This is an optimization exercise on Yosys and OpenROAD, whose aim is small area, not a production implementation. The RTL was checked by simulation tests, not by an equivalence proof against the original design.

== JK ==
// Paso_Banda
module Paso_Banda (
  input  wire signed [20:0] u,
  input  wire clk, rst, EN,
  output wire signed [20:0] y1, y2, y3
);
==> flow/config.mk <==
export PLATFORM = sky130hd
export DESIGN_NAME = Paso_Banda
export DESIGN_NICKNAME = Paso_Banda
export VERILOG_FILES = /design/flow/design.v
export SDC_FILE = /design/flow/constraint.sdc
export NUM_CORES = 4
export LEC_CHECK = 0
export CAP_MARGIN = 20
export CORE_MARGIN = 2
export CORE_UTILIZATION = 40
export CTS_BUF_LIST = sky130_fd_sc_hd__clkbuf_8
export CTS_CLUSTER_DIAMETER = 70
export CTS_CLUSTER_SIZE = 24
export SLEW_MARGIN = 20
export SYNTH_HIERARCHICAL = 1
==> flow/constraint.sdc <==
create_clock -name core_clock -period 25.0 [get_ports {clk}]
set_input_delay 5.0000 -clock core_clock [delete_from_list [all_inputs] [get_ports {clk}]]
set_output_delay 5.0000 -clock core_clock [all_outputs]
set_load 0.01 [all_outputs]
run.sh (not shown) runs the stock make flow with config.mk's settings and CLKGATE_MAP_FILE= SYNTH_SCRIPT=/design/flow/synth_recipe.tcl, a recipe that flattens the netlist after the stock synthesis.
Input-level comparison between MS and JK:
- swapping 24 for 22 in CTS_CLUSTER_SIZE
- swapping 70 for 64 in CTS_CLUSTER_DIAMETER
==> flow/flow/run.sh (new file) <==
#!/bin/bash
# The standard layout (standard.sh: ORFS synthesis through finish), with
# one change: the input and output port buffers that global placement adds
# use the smallest buffer cell (buf_1) instead of the default delay buffer.
# make's full output goes to standard.log; ORFS keeps each step's log under
# orfs/logs/.
set -euo pipefail
export BUFFER_PORTS_ARGS="-buffer_cell sky130_fd_sc_hd__buf_1"
bash standard.sh > standard.log 2>&1
==> flow/standard.sh (new file) <==
#!/bin/bash
# synth_recipe.tcl (not shown) runs the flow's synth.tcl, then flattens the netlist and writes it again
# the make line also repeats each setting of config.mk as NAME=value (left out here)
make -C /OpenROAD-flow-scripts/flow DESIGN_CONFIG=/design/flow/config.mk WORK_HOME=/design/flow/orfs CLKGATE_MAP_FILE= SYNTH_SCRIPT=/design/flow/synth_recipe.tcl "${@:-finish}"
removed: flow/run.sh
==> run summary <==
Sort MS and JK by final antenna diode count asc -> top: JK
Against JK, MS comes in 135 lower on via count of the first global-routing pass.
MS ended with more slew at the pin closest to its max-slew limit than JK.
JK has a higher critical path data arrival time than MS.
Comparing JK against MS, there is no change at all in number of instances on the worst hold path.
In the tables for MS and JK, highest cell delay on the worst timing path reads higher with MS.
Measured against each other, MS and JK differ in setup slack, the lower figure coming from JK.
Comparing MS and JK, the higher required time of the critical path is on JK.
Input changes introduced in AL (baseline for comparison: MS):
- CTS_CLUSTER_SIZE changed from 22 to 24
- CTS_CLUSTER_DIAMETER changed from 64 to 70
- CORE_UTILIZATION changed from 40 to 60
==> flow/run.sh (new file) <==
#!/bin/bash
# synth_recipe.tcl (not shown) runs the flow's synth.tcl, then flattens the netlist and writes it again
# the make line also repeats each setting of config.mk as NAME=value (left out here)
make -C /OpenROAD-flow-scripts/flow DESIGN_CONFIG=/design/flow/config.mk WORK_HOME=/design/flow/orfs CLKGATE_MAP_FILE= SYNTH_SCRIPT=/design/flow/synth_recipe.tcl finish
removed: flow/flow/run.sh
removed: flow/standard.sh
==> comparison <==
Area of the die is higher on MS
Lower relative max-transition margin was reported by AL, not MS.
In terms of number of nets in the layout, AL and MS differ only marginally.
Looking at cell with the largest stage delay on the worst path, the sky130_fd_sc_hd__fa_1 result is from MS; the sky130_fd_sc_hd__fa_2 one comes from AL.
On AL: final instance area is 510 sq um lower than what MS gave.
Input changes introduced in TR (baseline for comparison: AL):
- CORE_UTILIZATION: 60 -> 55
- CTS_CLUSTER_SIZE: 24 -> 20
- CTS_CLUSTER_DIAMETER: 70 -> 60
[summary]
- AL -> TR: number of vias after detailed routing flat
- Routed wire length essentially unchanged between TR and AL.
- Delta (TR minus AL): met1 track utilization from global routing has decreased; first-pass GRT wire length rose by 1.6%; weighted congestion reported at the end of routability-driven placement fell by 1.6%; cell count of the worst hold path now larger.


Setup of job 4316:
Another version of the RTL of Paso_Banda (not shown whole).
Size: ~5400 cells after synthesis, roughly 450 flip-flops, roughly 87 I/O pins.
==> flow/config.mk <==
export PLATFORM = sky130hd
export DESIGN_NAME = Paso_Banda
export DESIGN_NICKNAME = Paso_Banda
export VERILOG_FILES = /design/flow/design.v
export SDC_FILE = /design/flow/constraint.sdc
export NUM_CORES = 4
export LEC_CHECK = 0
export CAP_MARGIN = 20
export CORE_MARGIN = 2
export CORE_UTILIZATION = 40
export CTS_BUF_LIST = sky130_fd_sc_hd__clkbuf_4
export CTS_CLUSTER_DIAMETER = 45
export CTS_CLUSTER_SIZE = 12
export SLEW_MARGIN = 20
export SYNTH_HIERARCHICAL = 1
==> flow/constraint.sdc <==
create_clock -name core_clock -period 25.0 [get_ports {clk}]
set_input_delay 5.0000 -clock core_clock [delete_from_list [all_inputs] [get_ports {clk}]]
set_output_delay 5.0000 -clock core_clock [all_outputs]
set_load 0.01 [all_outputs]
Stock flow here: none of the scripts above is used.
Job 4316 went all the way through the flow, and no timing, DRC or antenna check failed.
Here is what was changed in the inputs of job 1953 compared with job 4316.
- a change of CTS_BUF_LIST from sky130_fd_sc_hd__clkbuf_4 to sky130_fd_sc_hd__clkbuf_8
- a change of CTS_CLUSTER_DIAMETER from 45 to 60
- a change of CTS_CLUSTER_SIZE from 12 to 20
==> comparison <==
- Job 1953 — transition time at the pin with the least slew margin 0.0035 ns higher, job 4316 as reference
- There was hardly any difference in number of nets produced by synthesis between job 4316 and job 1953.
- Changes observed in job 1953 relative to job 4316: detailed-route via count shows a reduction of 0.54%; post-detailed-routing wire length shows no meaningful change; CTS sink count shows no meaningful change; clock-pin slew of the registers on the worst-case setup and hold paths shows a reduction of 0.02 ns; data required time at the worst endpoint shows a reduction of 0.30 ns.
- The final area on job 4316 is in line with that on job 1953.
### job 1953 -> job 5614
- SLEW_MARGIN changed from 20 to 5
- CTS_CLUSTER_DIAMETER changed from 60 to 70
- CAP_MARGIN changed from 20 to 5
- CTS_CLUSTER_SIZE changed from 20 to 24
--- outcome ---
- Final non-filler cell total: job 5614 vs job 1953, no meaningful difference
- In terms of post-synthesis register bit count, job 1953 and job 5614 differ only marginally.
The following lists how job 8822 was set up differently from job 5614:
- clearing CTS_CLUSTER_DIAMETER, which used to be 70
- clearing CTS_BUF_LIST, which used to be sky130_fd_sc_hd__clkbuf_8
- swapping 5 for 20 in SLEW_MARGIN
- clearing CTS_CLUSTER_SIZE, which used to be 24
- swapping 5 for 20 in CAP_MARGIN
Job 5614 leaves more setup margin than job 8822.
Between job 8822 and job 5614, the global router's overall resource usage does not differ in any meaningful way.
Going from job 5614 to job 8822, normalized max-slew margin grows by 13 points.
The average wire per standard cell was comparable across job 8822 and job 5614.
Job 8822 has share of the final layout cell area in multi-input gates below what job 5614 had.
Going from job 5614 to job 8822, proportion of cell area occupied by registers decreased by 0.20 points relative to the old numbers.
Between job 8822 and job 5614, the difference in final standard cell count with taps included and fillers excluded is negligible.
Share of the clock period used by the worst path for job 8822: 0.16 points up relative to job 5614
Of the two values seen for launch point of the worst path, s_hi1.f1[2]$_DFFE_PP0P_ was produced by job 8822 and s_hi1.f1[3]$_DFFE_PP0P_ by job 5614.

## port drivers added, routing unchanged
How much do the figures lean on ideal ports? The routed layouts below were timed once more, with nothing changed but the port constraints.
Step 1 sets driving cells, clkbuf_16 on the clock port and buf_2 on the other inputs (assumed; they add their load-dependent delay and slew).
Step 2 also shifts input and output timing later by t, the mid clock arrival at the registers, as if the neighbouring blocks saw the same clock.
Three values: ideal ports, drivers, drivers and shift; two values: the first two.
run | shift t [ns] | slack for setup (ns) | worst hold slack (ns) | worst register clock-pin slew, ns
JK | 0.865 | 1.007 / 1.007 / 1.007 | 0.523 / 0.523 / 0.523 | 0.12 / 0.12
MS | 0.871 | 1.067 / 1.067 / 1.067 | 0.526 / 0.526 / 0.526 | 0.10 / 0.10
AL | 0.866 | 0.998 / 0.998 / 0.998 | 0.524 / 0.524 / 0.524 | 0.11 / 0.11
TR | 0.793 | 1.011 / 1.011 / 1.011 | 0.527 / 0.527 / 0.527 | 0.10 / 0.10
job 4316 | 1.159 | 1.164 / 1.164 / 1.164 | 0.526 / 0.526 / 0.526 | 0.11 / 0.11
job 1953 | 0.870 | 1.061 / 1.061 / 1.061 | 0.522 / 0.522 / 0.522 | 0.09 / 0.09
job 5614 | 0.860 | 1.140 / 1.140 / 1.140 | 0.522 / 0.522 / 0.522 | 0.12 / 0.12
job 8822 | 0.742 | 1.100 / 1.100 / 1.100 | 0.515 / 0.515 / 0.515 | 0.06 / 0.06
After both steps every run listed still meets setup and hold.
